From an optimization exercise on the open Yosys and OpenROAD flow, aimed at small area, a short achievable clock period and few clock cycles; shortcuts taken in it are not production practice.
Function was checked by simulation only, so behaviour that the tests miss may differ from the original.
No activity file was given, so power comes from the tool's default toggle rates.

==> design/flow/design.v <==
module CHIP (	clk,
				rst_n,
				mem_read_D,
				mem_write_D,
				mem_addr_D,
				mem_wdata_D,
				mem_rdata_D,
				mem_ready_D,
				mem_read_I,
				mem_write_I,
				mem_addr_I,
				mem_wdata_I,
				mem_rdata_I,
				mem_ready_I,
				DCACHE_addr, 
				DCACHE_wdata,
				DCACHE_wen   
			);
input			clk, rst_n;
output			mem_read_D;
output			mem_write_D;
output	[31:4]	mem_addr_D;
output	[127:0]	mem_wdata_D;
input	[127:0]	mem_rdata_D;
input			mem_ready_D;
output			mem_read_I;
output			mem_write_I;
output	[31:4]	mem_addr_I;
output	[127:0]	mem_wdata_I;
input	[127:0]	mem_rdata_I;
input			mem_ready_I;
output	[29:0]	DCACHE_addr;
output	[31:0]	DCACHE_wdata;
output			DCACHE_wen;
wire        ICACHE_ren;
wire        ICACHE_wen;
wire [29:0] ICACHE_addr;
wire [31:0] ICACHE_wdata;
wire        ICACHE_stall;
wire [31:0] ICACHE_rdata;
wire        DCACHE_ren;
wire        DCACHE_wen;
wire [29:0] DCACHE_addr;
wire [31:0] DCACHE_wdata;
wire        DCACHE_stall;
wire [31:0] DCACHE_rdata;
	RISCV_Pipeline i_RISCV(
		.clk            (clk)           , 
		.rst_n          (rst_n)         ,
		.ICACHE_ren     (ICACHE_ren)    , 
		.ICACHE_wen     (ICACHE_wen)    , 
		.ICACHE_addr    (ICACHE_addr)   , 
		.ICACHE_wdata   (ICACHE_wdata)  , 
		.ICACHE_stall   (ICACHE_stall)  , 
		.ICACHE_rdata   (ICACHE_rdata)  , 
		.DCACHE_ren     (DCACHE_ren)    , 
		.DCACHE_wen     (DCACHE_wen)    , 
		.DCACHE_addr    (DCACHE_addr)   , 
		.DCACHE_wdata   (DCACHE_wdata)  , 
		.DCACHE_stall   (DCACHE_stall)  , 
		.DCACHE_rdata   (DCACHE_rdata) 
	);
	cache D_cache(
        .clk        (clk)         ,
        .proc_reset (~rst_n)      ,
        .proc_read  (DCACHE_ren)  ,
        .proc_write (DCACHE_wen)  ,
        .proc_addr  (DCACHE_addr) ,
        .proc_rdata (DCACHE_rdata),
        .proc_wdata (DCACHE_wdata),
        .proc_stall (DCACHE_stall),
        .mem_read   (mem_read_D)  ,
        .mem_write  (mem_write_D) ,
        .mem_addr   (mem_addr_D)  ,
        .mem_wdata  (mem_wdata_D) ,
        .mem_rdata  (mem_rdata_D) ,
        .mem_ready  (mem_ready_D)
	);
	cache I_cache(
        .clk        (clk)         ,
        .proc_reset (~rst_n)      ,
        .proc_read  (ICACHE_ren)  ,
        .proc_write (ICACHE_wen)  ,
        .proc_addr  (ICACHE_addr) ,
        .proc_rdata (ICACHE_rdata),
        .proc_wdata (ICACHE_wdata),
        .proc_stall (ICACHE_stall),
        .mem_read   (mem_read_I)  ,
        .mem_write  (mem_write_I) ,
        .mem_addr   (mem_addr_I)  ,
        .mem_wdata  (mem_wdata_I) ,
        .mem_rdata  (mem_rdata_I) ,
        .mem_ready  (mem_ready_I)
	);
endmodule
module RISCV_Pipeline(
		clk, 
		rst_n,
		ICACHE_ren,
		ICACHE_wen,
		ICACHE_addr,
		ICACHE_wdata,
		ICACHE_stall,
		ICACHE_rdata,
		DCACHE_ren,
		DCACHE_wen,
		DCACHE_addr,
		DCACHE_wdata,
		DCACHE_stall,
		DCACHE_rdata
);
	input clk,rst_n;
	input ICACHE_stall,DCACHE_stall;
	input [31:0] ICACHE_rdata,DCACHE_rdata;
	output reg ICACHE_ren,ICACHE_wen,DCACHE_ren,DCACHE_wen;
	output reg [31:0] ICACHE_wdata,DCACHE_wdata;
	output reg [29:0] ICACHE_addr,DCACHE_addr;
	localparam Cmp=2'd1;
	localparam WB=2'd2;
	integer i;
	reg [31:0] WB_cmp_result;
	reg [31:0] WB_data;
	reg regwrite_cmp,regwrite_WB,regwrite_ID;
	reg jalr_WB,jalr_cmp,jalr_ID; 
	reg jal_WB,jal_cmp,jal_ID;
	reg mem_read_WB,mem_write_WB,mem_read_cmp,mem_write_cmp,mem_read_ID,mem_write_ID;
	reg [7:0] Mem_addr_cmp,Mem_addr_ID;
	reg Alusrc_ID,Alusrc_cmp;
	reg beq,bneq;
	reg [31:0] Ins;
	reg [31:0] Ins_nxt;
	reg [4:0] Rd[0:2];
	reg [5:0] PC,PC_nxt,PC_ID,PC_ID_nxt,PC_cmp;  
	reg [5:0] PC_add4[0:2],PC_add4_nxt;  
	reg [5:0] PC_plus4;  
	reg [5:0] PC_fwd_cmp,PC_fwd_WB;
	reg [1:0] pc_mux,Ins_mux;
	reg control_mux;
	reg equality;
	reg [4:0] rs1_addr_cmp,rs2_addr_cmp;
	reg [31:0] rs1_fwd_data,rs2_fwd_data,rs1_cmp_data,rs2_cmp_data;
	wire [31:0] rs1_reg_data,rs2_reg_data;
	reg [31:0] alu_in_x,alu_in_y,alu_result_WB;
	wire [31:0] alu_result_cmp;
	reg [31:0] imm_output_reg,imm_output_cmp;
	reg t1,t2;
	reg [3:0] alu_ctrl_output_reg,alu_ctrl_output_cmp;
	reg mux_A_cmp,mux_A_ID,mux_B_cmp,mux_B_ID;
	reg [31:0] cacheD_result_WB;
	wire [5:0] bpu_pc,bpu_pc_j,bpu_pc_plus4,bpu_pc_plus4_j,bpu_nxt_pc,bpu_nxt_pc_j;
    wire [31:0] bpu_Ins,bpu_Ins_j;
    wire bpu_flag,bpu_flag_j;
	always@(*) begin
		if(mux_A_cmp) DCACHE_addr={24'd0,PC_fwd_WB};
		else DCACHE_addr={22'd0,Mem_addr_cmp};
		if(mux_B_cmp) DCACHE_wdata={WB_cmp_result[7:0],WB_cmp_result[15:8],WB_cmp_result[23:16],WB_cmp_result[31:24]};
		else DCACHE_wdata={rs2_cmp_data[7:0],rs2_cmp_data[15:8],rs2_cmp_data[23:16],rs2_cmp_data[31:24]};
		DCACHE_ren=mem_read_cmp;
		DCACHE_wen=mem_write_cmp;
	end
	always@(*) begin
		ICACHE_addr={24'd0,PC[5:0]}; 
		ICACHE_ren=1'b1;
		ICACHE_wen=1'b0;
	end
	Alu alu(
		.ctrl(alu_ctrl_output_cmp),
		.x(alu_in_x),
		.y(alu_in_y),
		.result(alu_result_cmp)
	);
	always@(*) begin
		if(mux_A_cmp) alu_in_x=WB_cmp_result;
		else alu_in_x=rs1_cmp_data;
		if(Alusrc_cmp) alu_in_y=imm_output_cmp;
		else if(mux_B_cmp) alu_in_y=WB_cmp_result;
		else alu_in_y=rs2_cmp_data;
	end
	always@(*) begin
		alu_ctrl_output_reg={(Ins[30]&Ins[4]&(Ins[12]|Ins[5])),Ins[14],(Ins[13]&Ins[4]),Ins[12]};  
	end
	always@(*) begin
    	t1=((!Ins[5])&(!Ins[3]))|Ins[2];
    	t2=((!Ins[6])|Ins[2])&(!Ins[3]);
        case({t1,t2})
            2'b00: imm_output_reg={{20{Ins[31]}},Ins[7],Ins[30:25],Ins[11:8],1'b0}; 
            2'b01: imm_output_reg={{20{Ins[31]}},Ins[31:25],Ins[11:7]}; 
            2'b10: imm_output_reg={{12{Ins[31]}},Ins[19:12],Ins[20],Ins[30:21],1'b0}; 
            2'b11: imm_output_reg=(Ins[13:12]==2'b01)? {{27{Ins[25]}},Ins[24:20]}:{{20{Ins[31]}},Ins[31:20]}; 
        endcase
    end
	register_file register(
		.Clk(clk),
    	.rst_n(rst_n),
	    .WEN(regwrite_WB),
	    .RW(Rd[WB]),
	    .busW(WB_data),
	    .RX(Ins[19:15]),
	    .RY(Ins[24:20]),
	    .busX(rs1_reg_data),
	    .busY(rs2_reg_data)
	);
	always@(*) begin
		if(mem_read_WB) WB_cmp_result=cacheD_result_WB;
		else WB_cmp_result=alu_result_WB;
		if(jal_WB||jalr_WB) WB_data={24'd0,PC_add4[WB],2'd0};
		else WB_data=WB_cmp_result;
		if (regwrite_WB&&(Rd[WB]==Ins[19:15])) rs1_fwd_data=WB_data;
		else rs1_fwd_data=rs1_reg_data;
		if (regwrite_WB&&(Rd[WB]==Ins[24:20])) rs2_fwd_data=WB_data;
		else rs2_fwd_data=rs2_reg_data;
		equality=(rs1_fwd_data[7:0]==rs2_fwd_data[7:0])? 1'b1:1'b0;  
	end
	always@(*) begin
		mux_A_ID=regwrite_cmp&(Rd[Cmp]==Ins[19:15]);
		mux_B_ID=regwrite_cmp&(Rd[Cmp]==Ins[24:20]);
		if((mux_A_ID|mux_B_ID)&(beq||bneq)) begin
			pc_mux=2'b01;  
			Ins_mux=2'b01;  
			control_mux=1;	 
		end
		else if(jalr_ID) begin
			pc_mux=2'b11;  
			Ins_mux=2'b10;  
			control_mux=0;
		end
		else if (jal_ID) begin
			pc_mux=2'b10;  
			Ins_mux=2'b10;  
			control_mux=0;
		end
		else if ((beq&equality)||(bneq&(~equality))) begin
			pc_mux=2'b10;  
			Ins_mux=2'b10;  
			control_mux=0;
		end
		else begin
			pc_mux=2'b00;  
			Ins_mux=2'b00;  
			control_mux=0;
		end
	end
	BPU bpu(
	.clk(clk),
	.rst_n(rst_n),
	.branch_en((beq&equality)|(bneq&(~equality))),
	.current_pc(PC_ID),
	.i_branch_pc(PC),
	.i_branch_pc_plus4(PC_plus4),
	.i_branch_next_pc(PC_nxt),
	.i_branch_Ins({ICACHE_rdata[7:0],ICACHE_rdata[15:8],ICACHE_rdata[23:16],ICACHE_rdata[31:24]}),
	.o_branch_pc(bpu_pc),
	.o_branch_pc_plus4(bpu_pc_plus4),
	.o_branch_next_pc(bpu_nxt_pc),
	.o_branch_Ins(bpu_Ins),
	.branch_flag(bpu_flag),
	.stall(control_mux|DCACHE_stall|ICACHE_stall)
	);
	BPU bpu_j(
	.clk(clk),
	.rst_n(rst_n),
	.branch_en(jal_ID),
	.current_pc(PC_ID),
	.i_branch_pc(PC),
	.i_branch_pc_plus4(PC_plus4),
	.i_branch_next_pc(PC_nxt),
	.i_branch_Ins({ICACHE_rdata[7:0],ICACHE_rdata[15:8],ICACHE_rdata[23:16],ICACHE_rdata[31:24]}),
	.o_branch_pc(bpu_pc_j),
	.o_branch_pc_plus4(bpu_pc_plus4_j),
	.o_branch_next_pc(bpu_nxt_pc_j),
	.o_branch_Ins(bpu_Ins_j),
	.branch_flag(bpu_flag_j),
	.stall(control_mux|DCACHE_stall|ICACHE_stall)
	);
	reg [31:0] flag;
	always @(*) begin
		if(bpu_flag|bpu_flag_j) begin
			Ins_nxt=(bpu_flag)? bpu_Ins:bpu_Ins_j;
		end
		else begin
			case(Ins_mux)
				2'b00: Ins_nxt={ICACHE_rdata[7:0],ICACHE_rdata[15:8],ICACHE_rdata[23:16],ICACHE_rdata[31:24]};
				2'b01: Ins_nxt=Ins;
				2'b10: Ins_nxt=32'd0;
				default: Ins_nxt=32'd0;
			endcase
		end
		Mem_addr_ID=rs1_fwd_data[9:2]+imm_output_reg[9:2]; 
		PC_fwd_cmp=alu_result_cmp[7:2]+imm_output_reg[7:2];
		PC_plus4=PC[5:0]+1'b1;   
		Rd[0]=Ins[11:7];
		flag={24'd0,PC_ID,2'd0};
		if(bpu_flag|bpu_flag_j) begin
			PC_nxt=(bpu_flag)? bpu_nxt_pc:bpu_nxt_pc_j;
			PC_ID_nxt=(bpu_flag)? bpu_pc:bpu_pc_j;
			PC_add4_nxt=(bpu_flag)? bpu_pc_plus4:bpu_pc_plus4_j;
		end
		else begin
			case(pc_mux)
				2'b00: begin  
					PC_nxt=PC_plus4;
					PC_ID_nxt=PC;
					PC_add4_nxt=PC_plus4;
				end
				2'b01: begin  
					PC_nxt=PC_ID;
					PC_ID_nxt=PC_ID;
					PC_add4_nxt=PC_add4[0];
				end
				2'b10: begin  
					PC_nxt=PC_ID[5:0]+imm_output_reg[7:2]; 
					PC_ID_nxt=6'b111111;
					PC_add4_nxt=6'b111111;
				end
				2'b11: begin  
					PC_nxt=Mem_addr_ID[5:0];        
					PC_ID_nxt=6'b111111;
					PC_add4_nxt=6'b111111;
				end
			endcase
		end
	end
	always@(*)begin  
    	beq=({Ins[12],Ins[6],Ins[2]}==3'b010)? 1'b1:1'b0;
    	bneq=({Ins[12],Ins[6],Ins[2]}==3'b110)? 1'b1:1'b0;
        regwrite_ID=(({Ins[5:4],Ins[2]}==3'b100)|(!Ins[11:7]))? 1'b0:1'b1;  
        jalr_ID=(Ins[3:2]==2'b01)? 1'b1:1'b0;
        jal_ID=(Ins[3:2]==2'b11)? 1'b1:1'b0;
        mem_read_ID=({Ins[5:4],Ins[0]}==3'b001)? 1'b1:1'b0;  
        mem_write_ID=(Ins[6:4]==3'b010)? 1'b1:1'b0;
        Alusrc_ID=({{Ins[6]|Ins[4]},Ins[5],Ins[2]}==3'b110)? 1'b0:1'b1;
    end
	always @(posedge clk or negedge rst_n) begin
		if (~rst_n) begin
			alu_ctrl_output_cmp<=6'd0;
			alu_result_WB<=32'd0;
			imm_output_cmp<=32'd0;
			rs1_cmp_data<=32'd0;
			rs2_cmp_data<=32'd0;
			rs1_addr_cmp<=5'd0;
			rs2_addr_cmp<=5'd0;
			cacheD_result_WB<=32'd0;
		end
		else begin
			if((~DCACHE_stall)&&(~ICACHE_stall)) begin
				alu_ctrl_output_cmp<=alu_ctrl_output_reg;
				alu_result_WB<=alu_result_cmp;
				imm_output_cmp<=imm_output_reg;
				rs1_cmp_data<=rs1_fwd_data;
				rs2_cmp_data<=rs2_fwd_data;
				rs1_addr_cmp<=Ins[19:15];
				rs2_addr_cmp<=Ins[24:20];
				cacheD_result_WB<={DCACHE_rdata[7:0],DCACHE_rdata[15:8],DCACHE_rdata[23:16],DCACHE_rdata[31:24]};
			end 
			else begin
				alu_ctrl_output_cmp<=alu_ctrl_output_cmp;
				alu_result_WB<=alu_result_WB;
				imm_output_cmp<=imm_output_cmp;
				rs1_cmp_data<=rs1_cmp_data;
				rs2_cmp_data<=rs2_cmp_data;
				rs1_addr_cmp<=rs1_addr_cmp;
				rs2_addr_cmp<=rs2_addr_cmp;
				cacheD_result_WB<=cacheD_result_WB;
			end
		end
	end
	always @(posedge clk or negedge rst_n) begin
		if (~rst_n) begin
			Ins<=32'h00_00_00_00;
			for(i=1;i<=2;i=i+1) begin
				Rd[i]<=5'd0;
				PC_add4[i]<=6'd0;
			end
			PC_add4[0]<=6'd0;
			PC_ID<=6'd0;
			PC_cmp<=6'd0;
			PC<=6'd0;
			Mem_addr_cmp<=6'd0;
			PC_fwd_WB<=6'd0;
		end
		else begin
			if((~DCACHE_stall)&&(~ICACHE_stall)) begin
				Ins<=Ins_nxt;
				for(i=2;i>0;i=i-1) begin
					Rd[i]<=Rd[i-1];
					PC_add4[i]<=PC_add4[i-1];
				end
				PC_add4[0]<=PC_add4_nxt;
				PC_ID<=PC_ID_nxt;
				PC_cmp<=PC_ID;
				PC<=PC_nxt;
				Mem_addr_cmp<=Mem_addr_ID;
				PC_fwd_WB<=PC_fwd_cmp;
			end
			else begin
				Ins<=Ins;
				for(i=2;i>0;i=i-1) begin
					Rd[i]<=Rd[i];
					PC_add4[i]<=PC_add4[i];
				end
				PC_add4[0]<=PC_add4[0];
				PC_ID<=PC_ID;
				PC_cmp<=PC_cmp;
				PC<=PC;
				Mem_addr_cmp<=Mem_addr_cmp;
				PC_fwd_WB<=PC_fwd_WB;
			end
		end
	end
	always @(posedge clk or negedge rst_n) begin
		if (~rst_n) begin
			jalr_WB<=1'b0;
			jalr_cmp<=1'b0;
			jal_WB<=1'b0;
			jal_cmp<=1'b0;
			regwrite_WB<=1'b0;
			regwrite_cmp<=1'b0;
			mem_write_WB<=1'b0;
			mem_write_cmp<=1'b0;
			mem_read_WB<=1'b0;
			mem_read_cmp<=1'b0;
			Alusrc_cmp<=1'b0;
			mux_A_cmp<=1'b0;
			mux_B_cmp<=1'b0;
		end
		else begin
			if((~DCACHE_stall)&&(~ICACHE_stall)) begin
				jalr_WB<=jalr_cmp;
				jalr_cmp<=jalr_ID;
				jal_WB<=jal_cmp;
				jal_cmp<=jal_ID;
				regwrite_WB<=regwrite_cmp;
				mem_write_WB<=mem_write_cmp;
				mem_read_WB<=mem_read_cmp;
				Alusrc_cmp<=Alusrc_ID;
				if(control_mux) begin
					regwrite_cmp<=1'b0;
					mem_write_cmp<=1'b0;
					mem_read_cmp<=1'b0;
				end
				else begin
					regwrite_cmp<=regwrite_ID;
					mem_write_cmp<=mem_write_ID;
					mem_read_cmp<=mem_read_ID;
				end
				mux_A_cmp<=mux_A_ID;
				mux_B_cmp<=mux_B_ID;
			end
			else begin
				jalr_WB<=jalr_WB;
				jalr_cmp<=jalr_cmp;
				jal_WB<=jal_WB;
				jal_cmp<=jal_cmp;
				regwrite_WB<=regwrite_WB;
				regwrite_cmp<=regwrite_cmp;
				mem_write_WB<=mem_write_WB;
				mem_write_cmp<=mem_write_cmp;
				mem_read_WB<=mem_read_WB;
				mem_read_cmp<=mem_read_cmp;
				Alusrc_cmp<=Alusrc_cmp;
				mux_A_cmp<=mux_A_cmp;
				mux_B_cmp<=mux_B_cmp;
			end
		end
	end
endmodule
module Alu(ctrl,x,y,result);
	input  [3:0] ctrl;
	input  signed [31:0] x;
    input  signed [31:0] y;
	output reg [31:0] result;
	always@(*)
	begin
		case(ctrl[2:0])
			3'b000: result=(ctrl[3]==1'b0)? x+y:x-y;
			3'b111: result=x&y;
			3'b110: result=x|y;
			3'b100: result=x^y;
			3'b001: result=x<<y[4:0];
			3'b101: result=(ctrl[3]==1'b1)? x>>>y[4:0]:x>>y[4:0];
			3'b010: result=(x<y)? 32'd1:32'd0;
			default: result=32'd0;
		endcase
	end
endmodule
module register_file(
    Clk  ,
    rst_n ,
    WEN  ,
    RW   ,
    busW ,
    RX   ,
    RY   ,
    busX ,
    busY
);
input        Clk, WEN,rst_n;
input  [4:0] RW, RX, RY;
input  [31:0] busW;
output reg [31:0] busX, busY;
reg [31:0] r[0:31];
always@(*) begin
        busX=r[RX];
        busY=r[RY];
end
integer i;
always@(posedge Clk) begin
        if(rst_n==1'b0) begin
            for (i=0;i<32;i=i+1) begin
                r[i]<=32'd0;
            end
        end
        else if (WEN&&RW) begin
            r[RW]<=busW;
        end
        else begin
        	for (i=0;i<32;i=i+1) begin
                r[i]<=r[i];
            end
        end
end
endmodule
module cache(
    clk,
    proc_reset,
    proc_read,
    proc_write,
    proc_addr,
    proc_rdata,
    proc_wdata,
    proc_stall,
    mem_read,
    mem_write,
    mem_addr,
    mem_rdata,
    mem_wdata,
    mem_ready
);
    input          clk;
    input          proc_reset;
    input          proc_read, proc_write;
    input   [29:0] proc_addr;
    input   [31:0] proc_wdata;
    output  reg       proc_stall;
    output  reg [31:0] proc_rdata;
    input  [127:0] mem_rdata;
    input          mem_ready;
    output  reg       mem_read, mem_write;
    output  reg [27:0] mem_addr;
    output reg [127:0] mem_wdata;
    localparam state_ready=2'b00; 
    localparam state_update=2'b01; 
    localparam state_read=2'b10; 
    reg [1:0] cache_tag [0:7];
    reg [31:0] cache_data [0:7][0:3];  
    reg [1:0] state;
    reg [1:0] miss;  
    reg [2:0] target; 
    reg [1:0] word_region; 
always@(*) begin
    word_region=proc_addr[1:0];
    target=proc_addr[4:2];
    if(cache_tag[target]==proc_addr[6:5]) begin
    	miss=2'b00;
        proc_stall=1'b0;
    end
    else if (cache_tag[target][1]==1'b1) begin  
    	miss=2'b10;
        proc_stall=proc_read|proc_write;
    end
    else begin  
        miss=2'b01;
        proc_stall=proc_read|proc_write;
    end
    case(state)
        state_ready: begin
            proc_rdata=(proc_read)? cache_data[target][word_region]:32'hffffffff;
            mem_addr=28'd0;
            mem_wdata=128'd0;
            mem_write=0;
            mem_read=0;
        end
        state_update: begin
        	proc_rdata=32'hffffffff;
            mem_addr={cache_tag[target],target};
            mem_wdata={cache_data[target][3],cache_data[target][2],cache_data[target][1],cache_data[target][0]};
            mem_write=1;
            mem_read=0;
        end
        state_read: begin
        	proc_rdata=32'hffffffff;
            mem_addr=proc_addr[29:2];
            mem_wdata=128'd0;
            mem_write=0;
            mem_read=1;
        end
        default: begin
        	proc_rdata=32'hffffffff;
            mem_addr=28'd0;
            mem_wdata=128'd0;
            mem_write=0;
            mem_read=0;
        end
    endcase
end
integer i;
always@( posedge clk ) begin
    if( proc_reset ) begin
        state<=state_ready;
        for(i=0;i<8;i=i+1) begin
            cache_tag[i]<=2'b11;
        end
    end
    else begin
        case(state)
            state_ready: begin
            	if((miss==2'b10)&&(proc_read||proc_write)) begin  
                    state<=state_read;
                end
            	else if((miss==2'b01)&&(proc_read||proc_write)) begin  
                    state<=state_update;
                end
                else begin  
                    state<=state_ready;
                    if(proc_write==1) begin
                        cache_data[target][word_region]<=proc_wdata;
                    end
                    else begin
                        cache_data[target][word_region]<=cache_data[target][word_region];
                    end
                end
            end
            state_update: begin
                if(mem_ready==0) begin
                    state<=state_update;
                end
                else begin
                    state<=state_read;
                end
            end
            state_read: begin
                if(mem_ready==0) begin
                    state<=state_read;
                end
                else begin
                    state<=state_ready;
                    cache_data[target][3]<=mem_rdata[127:96];
                    cache_data[target][2]<=mem_rdata[95:64];
                    cache_data[target][1]<=mem_rdata[63:32];
                    cache_data[target][0]<=mem_rdata[31:0];
                    cache_tag[target]<={1'b0,proc_addr[5]};
                end
            end
            default: begin
            	state<=state_ready;
                if(proc_write==1) begin
                    cache_data[target][word_region]<=proc_wdata;
                end
                else begin
                    cache_data[target][word_region]<=cache_data[target][word_region];
                end
            end
        endcase
    end
end
endmodule
module BPU(
	clk,
	rst_n,
	branch_en,
	current_pc,
	i_branch_pc,
	i_branch_pc_plus4,
	i_branch_next_pc,
	i_branch_Ins,
	o_branch_pc,
	o_branch_pc_plus4,
	o_branch_next_pc,
	o_branch_Ins,
	branch_flag,
	stall
);
	input clk,rst_n,branch_en,stall;
	input [5:0] i_branch_pc,i_branch_pc_plus4,current_pc,i_branch_next_pc;
	input [31:0] i_branch_Ins;
	output reg branch_flag;
	output reg [5:0] o_branch_pc,o_branch_pc_plus4,o_branch_next_pc;
	output reg [31:0] o_branch_Ins;
	reg [5:0] o_branch_pc_nxt,o_branch_pc_plus4_nxt,o_branch_next_pc_nxt;
	reg [31:0] o_branch_Ins_nxt;
	reg hit;
	reg [6:0] s_current_pc,s_current_pc_nxt;
	reg branch_flag_nxt;
	reg state,state_nxt;
	always@(*) begin
		hit=(s_current_pc=={1'b0,current_pc});
		if(stall) begin
			state_nxt=state;
			branch_flag=1'b0;
			s_current_pc_nxt=s_current_pc;
			o_branch_pc_nxt=o_branch_pc;
			o_branch_pc_plus4_nxt=o_branch_pc_plus4;
			o_branch_next_pc_nxt=o_branch_next_pc;
			o_branch_Ins_nxt=o_branch_Ins;
		end
		else if(hit&branch_en&(state==1'b0)) begin
			state_nxt=1'b0;
			branch_flag=1'b1;
			s_current_pc_nxt=s_current_pc;
			o_branch_pc_nxt=o_branch_pc;
			o_branch_pc_plus4_nxt=o_branch_pc_plus4;
			o_branch_next_pc_nxt=o_branch_next_pc;
			o_branch_Ins_nxt=o_branch_Ins;
		end
		else begin
			if(branch_en&(state==1'b0)) begin
				state_nxt=1'b1;
				branch_flag=1'b0;
				s_current_pc_nxt={1'b0,current_pc};
				o_branch_pc_nxt=o_branch_pc;
				o_branch_pc_plus4_nxt=o_branch_pc_plus4;
				o_branch_next_pc_nxt=o_branch_next_pc;
				o_branch_Ins_nxt=o_branch_Ins;
			end
			else if(state==1'b1) begin
				state_nxt=1'b0;
				branch_flag=1'b0;
				s_current_pc_nxt=s_current_pc;
				o_branch_pc_nxt=i_branch_pc;
				o_branch_pc_plus4_nxt=i_branch_pc_plus4;
				o_branch_next_pc_nxt=i_branch_next_pc;
				o_branch_Ins_nxt=i_branch_Ins;
			end
			else begin
				state_nxt=1'b0;
				branch_flag=1'b0;
				s_current_pc_nxt=s_current_pc;
				o_branch_pc_nxt=o_branch_pc;
				o_branch_pc_plus4_nxt=o_branch_pc_plus4;
				o_branch_next_pc_nxt=o_branch_next_pc;
				o_branch_Ins_nxt=o_branch_Ins;
			end
		end
	end
	always @(posedge clk or negedge rst_n) begin
		if (~rst_n) begin
			state<=1'b0;
			o_branch_pc<=6'd0;
			o_branch_pc_plus4<=6'd0;
			o_branch_next_pc<=6'd0;
			o_branch_Ins<=32'd0;
			s_current_pc<=7'b1111111;
		end
		else begin
			state<=state_nxt;
			o_branch_pc<=o_branch_pc_nxt;
			o_branch_pc_plus4<=o_branch_pc_plus4_nxt;
			o_branch_next_pc<=o_branch_next_pc_nxt;
			o_branch_Ins<=o_branch_Ins_nxt;
			s_current_pc<=s_current_pc_nxt;
		end
	end
endmodule
==> design/flow/run.sh <==
#!/bin/bash
# synth_recipe.tcl (not shown) runs the flow's synth.tcl, then flattens the netlist and writes it again
# the make line also repeats each setting of config.mk as NAME=value (left out here)
make -C /OpenROAD-flow-scripts/flow DESIGN_CONFIG=/design/flow/config.mk WORK_HOME=/design/flow/orfs CLKGATE_MAP_FILE= SYNTH_SCRIPT=/design/flow/synth_recipe.tcl finish
==> design/flow/config.mk <==
export PLATFORM = sky130hd
export DESIGN_NAME = CHIP
export DESIGN_NICKNAME = CHIP
export VERILOG_FILES = /design/flow/design.v
export SDC_FILE = /design/flow/constraint.sdc
export NUM_CORES = 4
export LEC_CHECK = 0
export CAP_MARGIN = 20
export CORE_MARGIN = 2
export CORE_UTILIZATION = 40
export SLEW_MARGIN = 20
==> design/flow/constraint.sdc <==
create_clock -name core_clock -period 8.8 [get_ports {clk}]
set_input_delay 1.7600 -clock core_clock [delete_from_list [all_inputs] [get_ports {clk}]]
set_output_delay 1.7600 -clock core_clock [all_outputs]
set_load 0.01 [all_outputs]
==> impl_results.md <==
* Worst hold path type: reg -> reg
* H-tree levels at 5
* YS warnings at 9
* Initial Utilization at 40.18%
* Pre-Repair DR Iteration Count at 10
* Sequential share of the synthesized area at 54.47%
* Setup_tns at 0 ns
* CTS root buf: clkbuf_16
* Worst path max stage delay at 0.99 ns
* CP max-delay cell: a2111oi_1
* Average size of a mapped cell at 11.68 µm²
* Detail Route Antenna Nets at 0
* Largest net degree at the start of global routing at 178
* Sw power at 0.04084 W
* Req. time, crit path at 7.04 ns
* Post-Syn Area at 187700 µm²
* Cell variety after synth at 96
* Post-DP HPWL at 509200 µm
* Clock Power Share at 18.1%
* Crit path time final at 8.187 ns
* Synth async-reset ratio at 10.48%
* Max Freq at 0.1222 GHz
* Die Height at 689.1 µm
* Max-cap violations at 0
* DRT iter0 DRCs at 24215
* Post-Route WL at 802500 µm
* Via/cell ratio at 6.627
* GP Congestion at 1.005
* Register bit total from synthesis at 3472
* Sink Count at 3472
* Cts repair resizes at 0
* Final hold vios at 0
* Hold Path End: I_cache.cache_tag[6][1]$_SDFFE_PP0N_
* Clk buf depth at 4
* Internal at 0.05006 W
* Hold Startpoint: I_cache.cache_tag[6][1]$_SDFFE_PP0N_
* Worst relative slew slack at 14.14%
* Initial antenna violation count at 102
* Final #Nets at 16333
* Syn Inst Count at 16078
* Commonest cells post-synth: edfxtp_1 (3088), nor2_1 (2852), nand2_1 (1413), clkbuf_1 (1138), mux4_2 (976)
* First-pass GRT wire length at 1107000 µm
* Yosys top cell by area: edfxtp_1
* Leak at 77.08 nW
* Worst Max-Slew Pin Slew at 1.285 ns
* Max Fanout on Critical Path at 75
* Period Utilization, post-route at 93.03%
* Metal3 WL at 115300 µm
* Path depth of the worst reg2reg path at 11
* Postcts setup bufs at 0
* Total I/O pin count at 639
* RSZ-0062 raised after global routing: no
* Clock skew at 0.09602 ns
* Synth top area share at 49.39%
* Vias in the first global route at 141486
* Main synth FF type: edfxtp_1
* Vias post-DR at 149258
* CTS tree: built
* Sw frac at 44.93%
* Filler cells at 42441
* Final worst slack at 0.6133 ns
* Top-count cell post-synth: edfxtp_1
* Max VDD drop at 0.0003304 V
* Die width at 689.1 µm
* CTS Buf Count at 382
* Post-placement setup slack at 2.158 ns
* Floorplan Core Area at 467300 µm²
* Post-CTS Hold Buffers at 0
* Crit path max-delay family: buffers and inverters
* Met1 wire length at 288100 µm
* Final setup viols at 0
* CP dominant cell by count: buf_4
* Cells on Worst Hold Path at 2
* Fraction of layout cells with a size suffix above 1 at 15.48%
* Worst setup EP type: primary output
* Clock latency on the worst-skew pair at 1.05 ns
* Max Slew Vio Count at 0
* Synth area leaders: edfxtp_1 (49%), mux4_2 (12%), nor2_1 (5.7%)
* Post-synth EDFFs at 3088
* Drt drc at 0
* Outcome: timing/DRC/antenna clean
* R2r endpoint: D_cache.cache_data[15][21]$_DFFE_PP_
* Met2 routed WL at 341400 µm
* Top routing layer used: met5
* Combinational share of power at 54.3%
* Power per cell area at 426.8 nW/µm²
* CP Cell Sequence: mux2i_4 -> buf_12 -> nor2_2 -> nand2_4 -> buf_4 -> o21ai_0 -> a2111oi_1 -> buf_4 -> clkdlybuf4s50_1
* Drt wl/cell at 35.63 µm
* Total gr overflow at 0
* Startpoint types: flop
* Die ar. at 474900 µm²
* Area Overhead vs Synth at 13.46%
* Port Buffer Count at 571
* R2R setup slack at 2.08 ns
* Sequential Power Share at 27.6%
* Cell row count at 251
* Worst Path Arrival at 6.43 ns
* FF-to-FF Start: i_RISCV.mux_A_cmp$_DFFE_PN0P_
* Buffers & Inverters on Critical Path at 4
* GR Util All Layers at 32.83%
* Crit path kind: reg -> out
* Clock Pin Slew Worst Setup and Hold Paths at 0.06 ns
## area by class of cell
class	instances	area [µm²]	area share [%]
sequential	3472	102300	48.03
multi-input combinational	10792	79510	37.33
clock buffer	485	10310	4.841
timing repair buffer	1046	9804	4.603
tap	6198	7755	3.641
clock inverter	225	2200	1.033
inverter	251	977.2	0.4587
antenna	55	137.6	0.06461
## worst reg2reg max path, cell delays in order (launching register included)
cell	delay (ns)
dfrtp_4	0.81
mux2i_4	0.69
buf_4	0.53
mux2i_1	0.17
a32oi_1	0.31
a311o_1	0.24
a41oi_2	0.49
o21ba_2	0.43
nor2_1	0.46
a31oi_2	0.50
nor2_4	0.96
buf_4	0.72
## metal layers
layer	up-vias	track usage, %
met2	12210	47.74
met1	74318	43.21
li1	60108	-
met3	2552	10.02
met5	-	0
met4	70	19.52
## cell families after synthesis
| logic type | synth area share, % |
|---|---|
| AO/OA/AOI/OAI | 14.01 |
| XOR/XNOR | 0.4332 |
| adder cells (fa/ha/maj) | 0.8731 |
| buffers and inverters | 4.126 |
| flip-flops | 54.47 |
| multiplexers | 15.16 |
| other | 0.001997 |
| AND/OR/NAND/NOR | 10.93 |
## registers in the layout (all words and copies together) (netlist names), 7 cells and up
register,count
i_RISCV.Ins,31
i_RISCV.register.r,1024
i_RISCV.imm_output_cmp,21
i_RISCV.bpu_j.s_current_pc,7
i_RISCV.Mem_addr_cmp,8
i_RISCV.alu_result_WB,32
i_RISCV.rs1_cmp_data,32
I_cache.cache_data,1024
i_RISCV.bpu.o_branch_Ins,31
I_cache.cache_tag,16
D_cache.cache_data,1024
i_RISCV.cacheD_result_WB,32
i_RISCV.rs2_cmp_data,32
i_RISCV.PC_add4,18
i_RISCV.bpu.s_current_pc,7
D_cache.cache_tag,16
i_RISCV.bpu_j.o_branch_Ins,31
i_RISCV.Rd,10
## power groups by stage
stage | clock network, W | logic, W | registers [W]
finish | 0.0165 | 0.0493 | 0.0251
global route | 0.0171 | 0.0519 | 0.0253
CTS | 0.0165 | 0.0478 | 0.0251
detailed placement | 0 | 0.0476 | 0.0254
global placement | 0 | 0.0472 | 0.0253
floorplan | 0 | 0.0320 | 0.0243
## placed cells by master, fill, tap and decap left out, types with 69 or more instances in the layout
cell and count:
a21o_1 821, a21oi_1 385, a221oi_1 79, a22oi_1 650, a31oi_1 87, buf_4 435
clkbuf_1 76, clkbuf_16 391, clkdlybuf4s50_1 570, clkinv_1 93, conb_1 99, dfrtp_1 329
edfxtp_1 3088, ha_1 122, inv_1 238, mux2_2 182, mux2i_1 417, mux4_2 976
nand2_1 1327, nand2_2 71, nand2b_1 145, nand3_1 336, nor2_1 2760, nor2_4 89
nor3_1 95, o211ai_1 106, o21a_1 347, o21ai_0 596, o21ai_1 69, o221ai_1 72
o22ai_1 192
## worst max path at each step
stage | from | to | slack [ns] | cells past startpoint
after CTS | i_RISCV.mux_A_cmp$_DFFE_PN0P_ | mem_wdata_D[88] | 1.09 | 9
after floorplan | i_RISCV.mem_read_WB$_DFFE_PN0P_ | i_RISCV.alu_result_WB[30]$_DFFE_PN0P_ | 3.44 | 21
after detailed placement | i_RISCV.mux_A_cmp$_DFFE_PN0P_ | mem_wdata_D[88] | 2.16 | 9
final | i_RISCV.mux_A_cmp$_DFFE_PN0P_ | mem_wdata_D[88] | 0.61 | 9
after global placement | i_RISCV.mux_A_cmp$_DFFE_PN0P_ | mem_wdata_D[88] | 2.17 | 9
after global routing | i_RISCV.mux_A_cmp$_DFFE_PN0P_ | mem_wdata_D[88] | 0.97 | 9
## through the flow
step	instances	utilization [%]	power, W	hold slack (ns)	cell area (µm²)
after floorplan	16176	-	0.05629	0.4252	188100
after CTS	22464	45.52	0.08930	0.4527	212700
after detailed placement	21754	42.85	0.07297	0.4424	200200
after global placement	21751	42.83	0.07250	0.4365	200200
final	22524	45.58	0.09091	0.4523	213000
after global routing	22489	45.56	0.09427	0.4744	212900
Testbench counts, summed over its fixed seeds: cycles 63,414.

re-timing with driven ports:
How much do the figures lean on ideal ports? The routed layout below was timed once more, with nothing changed but the port constraints.
Step 1: set_driving_cell puts a clkbuf_16 on clk and a buf_2 on each other input, an assumption about the parent block.
Step 2 adds t to the input delays and takes it off the output delays; t is the mean of the earliest and latest rising clock arrival at the registers after step 1. Input paths then give back, and output paths get back, about the clock's delay inside the block.
a / b / c = no drivers / after step 1 / after step 2; a / b = the first two.
shift t [ns]: 1.130
setup WS [ns]: 0.613 / 0.488 / 1.618
worst data-port slew with drivers (ns): 0.25
After both steps setup and hold are still met in this run. For this run, drivers alone change the setup slack by -0.125 ns; drivers and shift together by +1.005 ns.
